This is an optimization exercise on Yosys and OpenROAD, whose aim is small area and a short achievable clock period, not a production implementation.
Function was checked by simulation only, so behaviour that the tests miss may differ from the original.

// EEE_IMGPROC
module EEE_IMGPROC(
	clk,
	reset_n,
	s_chipselect,
	s_read,
	s_write,
	s_readdata,
	s_writedata,
	s_address,
	sink_data,
	sink_valid,
	sink_ready,
	sink_sop,
	sink_eop,
	source_data,
	source_valid,
	source_ready,
	source_sop,
	source_eop,
	mode
);
For scale: ~830 flip-flops, ~44000 um^2 of cells after synthesis.
Settings: LEC_CHECK=0, ABC_AREA=1, CAP_MARGIN=20, CORE_MARGIN=2, CORE_UTILIZATION=40, SLEW_MARGIN=20; clock period 30.0 ns.
run.sh (not shown) runs the stock make flow with config.mk's settings and CLKGATE_MAP_FILE= SYNTH_SCRIPT=/design/flow/synth_recipe.tcl, a recipe that flattens the netlist after the stock synthesis.
Next try:
--- a/flow/design.v
+++ b/flow/design.v
@@ -228,47 +228,36 @@
     3'b100:  begin mx = blue;  mn = green; md = red;   end
     3'b110:  begin mx = red;   mn = green; md = blue;  end
     default: begin mx = red;   mn = blue;  md = green; end    
     endcase
 end
 wire [7:0] t = sub8(md, mn);     
 wire [7:0] m = sub8(mx, mn);     
-wire [15:0] T = {8'b0, t};
-wire [15:0] M = {8'b0, m};
-wire [15:0] t20 = add16(T << 4, T << 2);
-wire [15:0] m9  = add16(M << 3, M);
-wire [15:0] t10 = add16(T << 3, T << 1);
-wire [15:0] m7  = sub16(M << 3, M);
-wire [15:0] t15 = sub16(T << 4, T);
-wire [15:0] m13 = sub16(sub16(M << 4, M << 1), M);
-wire [15:0] m3  = add16(M << 1, M);
-wire [15:0] t6  = add16(T << 2, T << 1);
-wire [15:0] m5  = add16(M << 2, M);
-wire [15:0] t60 = sub16(T << 6, T << 2);
-wire [15:0] m53 = sub16(sub16(sub16(M << 6, M << 3), M << 1), M);
-wire [15:0] m31 = sub16(M << 5, M);
-reg [7:0] t60s;
+wire [15:0] t60 = sub16({2'b0, t, 6'b0}, {6'b0, t, 2'b0});
+reg [7:0] dr;
+reg [8:0] da;
+reg [5:0] q;
+integer k;
 always @(*) begin
-    case (t[2:0])
-        3'd0:    t60s = 8'd0;
-        3'd1:    t60s = 8'd60;
-        3'd2:    t60s = 8'd120;
-        3'd3:    t60s = 8'd180;
-        default: t60s = 8'd240;
-    endcase
+    dr = t60[13:6];
+    for (k = 5; k >= 0; k = k - 1) begin
+        da = {dr, t60[k]};
+        q[k] = da[8] | ge8(da[7:0], m);
+        dr = q[k] ? sub8(da[7:0], m) : da[7:0];
+    end
 end
-wire q_eq0  = (t[7:2] == 6'd0 || t == 8'd4) && ~ge8(t60s, m);    
-wire q_le26 = ~ge16(t20, m9);     
-wire q_ge42 = ge16(t10, m7);      
-wire q_le51 = ~ge16(t15, m13);    
-wire q_ge18 = ge16(t10, m3);      
-wire q_le49 = ~ge16(t6, m5);      
-wire q_le52 = ~ge16(t60, m53);    
+wire q_le26 = q <= 6'd26;
+wire q_eq0  = q == 6'd0;
+wire q_ge42 = q >= 6'd42;
+wire q_le51 = q <= 6'd51;
+wire q_ge18 = q >= 6'd18;
+wire q_le49 = q <= 6'd49;
+wire q_le52 = q <= 6'd52;
 wire q_ge1  = ~q_eq0;
-wire q_le30 = ~ge16(t60, m31);    
+wire q_le30 = q <= 6'd30;
 wire [15:0] X = {8'b0, mx};
 wire [15:0] x69 = add16(add16(X << 6, X << 2), X);
 wire [15:0] x29 = sub16(sub16(X << 5, X << 1), X);
 wire [15:0] x55 = sub16(sub16(X << 6, X << 3), X);
 wire [15:0] x9  = add16(X << 3, X);
 wire [15:0] x31 = sub16(X << 5, X);
 wire s_gt68 = ge16({m, 8'b0}, x69);
@@ -342,29 +331,27 @@
 			v = {r, s[i]};
 			if (i < 8) avg3[i] = (v >= 3'd3);
 			r = (v >= 3'd3) ? v - 3'd3 : v[1:0];
 		end
 	end
 endfunction
 always @(posedge clk) begin
-	if (packet_video & valid) begin
-		prev_pixel[1] <= prev_pixel[0];
-		prev_pixel[0] <= {r_in,g_in,b_in};
-	end
-end
-always @(posedge clk) begin
 	if (~rst) begin
+		prev_pixel[1] <= 24'h0;
+		prev_pixel[0] <= 24'h0;
 		{r_out,g_out,b_out} <= 24'h0;
 	end
 	else if (~packet_video) begin
 		r_out <= r_in;
 		g_out <= g_in;
 		b_out <= b_in;
 	end
 	else if (valid) begin
+		prev_pixel[1] <= prev_pixel[0];
+		prev_pixel[0] <= {r_in,g_in,b_in};
 		if (x_lt2) begin
 			{r_out,g_out,b_out} <= 24'b0;
 		end
 		else begin
 			r_out <= avg3(r_in, prev_pixel[0][23:16], prev_pixel[1][23:16]);
 			g_out <= avg3(g_in, prev_pixel[0][15:8], prev_pixel[1][15:8]);
 			b_out <= avg3(b_in, prev_pixel[0][7:0], prev_pixel[1][7:0]);
After rerunning:
- maximum frequency drops by 36%
- utilization climbs by 0.12 points
- flip-flop and latch count does not change
- area after synthesis goes down by 3.2%

========
== nickel ==
EEE_IMGPROC, a different RTL version from the one above (not shown whole).
Size: roughly 4,100 cells after synthesis, ~38,000 sq um of cells after synthesis.
export LEC_CHECK = 0
export ABC_AREA = 1
export CAP_MARGIN = 20
export CORE_AREA = 2 2 331.27 331.27
export CTS_CLUSTER_DIAMETER = 90
export CTS_CLUSTER_SIZE = 26
export DIE_AREA = 0 0 333.27 333.27
export SLEW_MARGIN = 20
create_clock -name core_clock -period 30.0 [get_ports {clk}]
standard.sh (not shown) runs the stock make flow with config.mk's settings and CLKGATE_MAP_FILE= SYNTH_SCRIPT=/design/flow/synth_recipe.tcl, a recipe that flattens the netlist after the stock synthesis.
==> flow/flow/run.sh <==
#!/bin/bash
# Standard synthesis; then OpenROAD's restructure for area on its netlist
# (flow/restructure.tcl, registers untouched; its ABC gets the platform's
# liberty less the don't-use cells, written by flow/filter_lib.py); then the
# standard layout, with
# the port buffers made of buf_2 instead of the flow's default (a slow delay
# buffer), clock tree synthesis without dummy loads, and timing repair asked
# for 17.8 ns of setup slack (it then speeds up the path from source_ready
# and sink_valid to sink_ready, the only one that short of it). Each tool's full log:
# orfs/logs/ (ORFS steps), make_synth.log and make.log (make's output),
# filter_lib.log, restructure.log and rmp_abc.log (the area recovery).
set -euo pipefail
bash standard.sh synth > make_synth.log 2>&1
mkdir -p rmp
python3 flow/filter_lib.py "$FLOW_HOME/platforms/sky130hd/lib/sky130_fd_sc_hd__tt_025C_1v80.lib" rmp/lib_no_dont_use.lib > filter_lib.log 2>&1
openroad -no_init -exit flow/restructure.tcl > restructure.log 2>&1
touch orfs/results/sky130hd/EEE_IMGPROC/base/1_synth.sdc
bash standard.sh "BUFFER_PORTS_ARGS=-buffer_cell sky130_fd_sc_hd__buf_2" "SETUP_SLACK_MARGIN=17.8" \
  "CTS_ARGS=-sink_clustering_enable -repair_clock_nets -sink_clustering_size 26 -sink_clustering_max_diameter 90 -dont_use_dummy_load" \
  finish > make.log 2>&1
Other scripts of this flow, unchanged in this note and not shown: flow/flow/filter_lib.py, flow/flow/restructure.tcl
Edits applied to the flow inputs when going from nickel to indigo:
--- a/flow/design.v
+++ b/flow/design.v
@@ -539,58 +539,47 @@
 	end
 end
 wire c_red    = (pixel_classification == 3'h1);
 wire c_yellow = (pixel_classification == 3'h2);
 wire c_green  = (pixel_classification == 3'h3);
 wire c_blue   = (pixel_classification == 3'h4);
 wire c_pink   = (pixel_classification == 3'h5);
 reg [9:0]  x_max_red, x_max_yellow, x_max_green, x_max_blue, x_max_pink, x_min_pink;
 reg [10:0] y_max_red, y_max_yellow, y_max_green, y_max_blue, y_max_pink, y_min_pink;
 wire box_clear = ~reset_n | (sop & in_valid);
-reg [9:0] x_max_cur;
-always @(*) begin
-	case (pixel_classification)
-		3'h1:    x_max_cur = x_max_red;
-		3'h2:    x_max_cur = x_max_yellow;
-		3'h3:    x_max_cur = x_max_green;
-		3'h4:    x_max_cur = x_max_blue;
-		default: x_max_cur = x_max_pink;
-	endcase
-end
-wire x_gt_max = lt10(x_max_cur, x);
 always@(posedge clk) begin
 	if (box_clear) begin
 		{x_max_red,x_max_yellow,x_max_green,x_max_blue,x_max_pink} <= 0;
 		{y_max_red,y_max_yellow,y_max_green,y_max_blue,y_max_pink} <= 0;
 		x_min_pink <= IMAGE_W-10'h1;
 		y_min_pink <= IMAGE_H-11'h1;
 	end
 	else begin
 		if (c_red) begin
-			if (x_gt_max) x_max_red <= x;
+			if (lt10(x_max_red, x)) x_max_red <= x;
 			y_max_red <= y;
 		end
 		if (c_yellow) begin
-			if (x_gt_max) x_max_yellow <= x;
+			if (lt10(x_max_yellow, x)) x_max_yellow <= x;
 			y_max_yellow <= y;
 		end
 		if (c_green) begin
-			if (x_gt_max) x_max_green <= x;
+			if (lt10(x_max_green, x)) x_max_green <= x;
 			y_max_green <= y;
 		end
 		if (c_blue) begin
-			if (x_gt_max) x_max_blue <= x;
+			if (lt10(x_max_blue, x)) x_max_blue <= x;
 			y_max_blue <= y;
 		end
 		if (c_pink) begin
 			if (lt10(x, x_min_pink)) x_min_pink <= x;
-			if (x_gt_max) x_max_pink <= x;
+			if (lt10(x_max_pink, x)) x_max_pink <= x;
 			if (lt11(y, y_min_pink)) y_min_pink <= y;
 			y_max_pink <= y;
 		end
 	end
 end
 reg [9:0]  right_red, right_yellow, right_green, right_blue, right_pink, left_pink;
 reg [10:0] bottom_red, bottom_yellow, bottom_green, bottom_blue, bottom_pink, top_pink;
 reg [3:0] msg_state;
 reg [7:0] frame_count;
 wire [5:0] msg_buf_size;
Notes after the runs:
No run among indigo and nickel stopped early or left any final violation; all are clean.
Met2 layer usage reported by global route (lower): indigo
Any difference in final critical-path share of the clock period between nickel and indigo is small enough to ignore.
nickel has a higher count of cells resized by post-cts repair than indigo.
Measured against each other, indigo and nickel differ in post-detailed-routing wire length, the higher figure coming from nickel.
Setup WNS nickel -> indigo: better
Summary of indigo over nickel: via count -208, cell count after synthesis held.

## port drivers added, routing unchanged
Ports are ideal in the flow. The routed layouts listed here were re-timed in OpenROAD.
Step 1 assumes that a clkbuf_16 drives the clock port and a buf_2 every other input.
Step 2 times the ports against the registers' clock, not the clock port: input delays grow and output delays shrink by t, the midpoint of the rising clock arrivals with the driver on.
a / b / c = no drivers / after step 1 / after step 2; a / b = the first two.
| run | t (ns) | setup WS [ns] | slew at the worst register clock pin (ns) | cell pins on the clock port's net |
|---|---|---|---|---|
| the first run of note 1 | 0.731 | 16.818 / 16.792 / 16.792 | 0.06 / 0.06 | 1 |
| the second run of note 1 | 0.724 | 9.360 / 9.360 / 9.360 | 0.07 / 0.07 | 1 |
| nickel | 0.651 | 17.563 / 17.531 / 17.531 | 0.11 / 0.11 | 1 |
| indigo | 0.651 | 17.592 / 17.554 / 17.554 | 0.11 / 0.11 | 1 |
After both steps setup and hold are still met in every run listed. For indigo, which loses most, drivers alone change the setup slack by -0.038 ns; drivers and shift together by -0.038 ns.
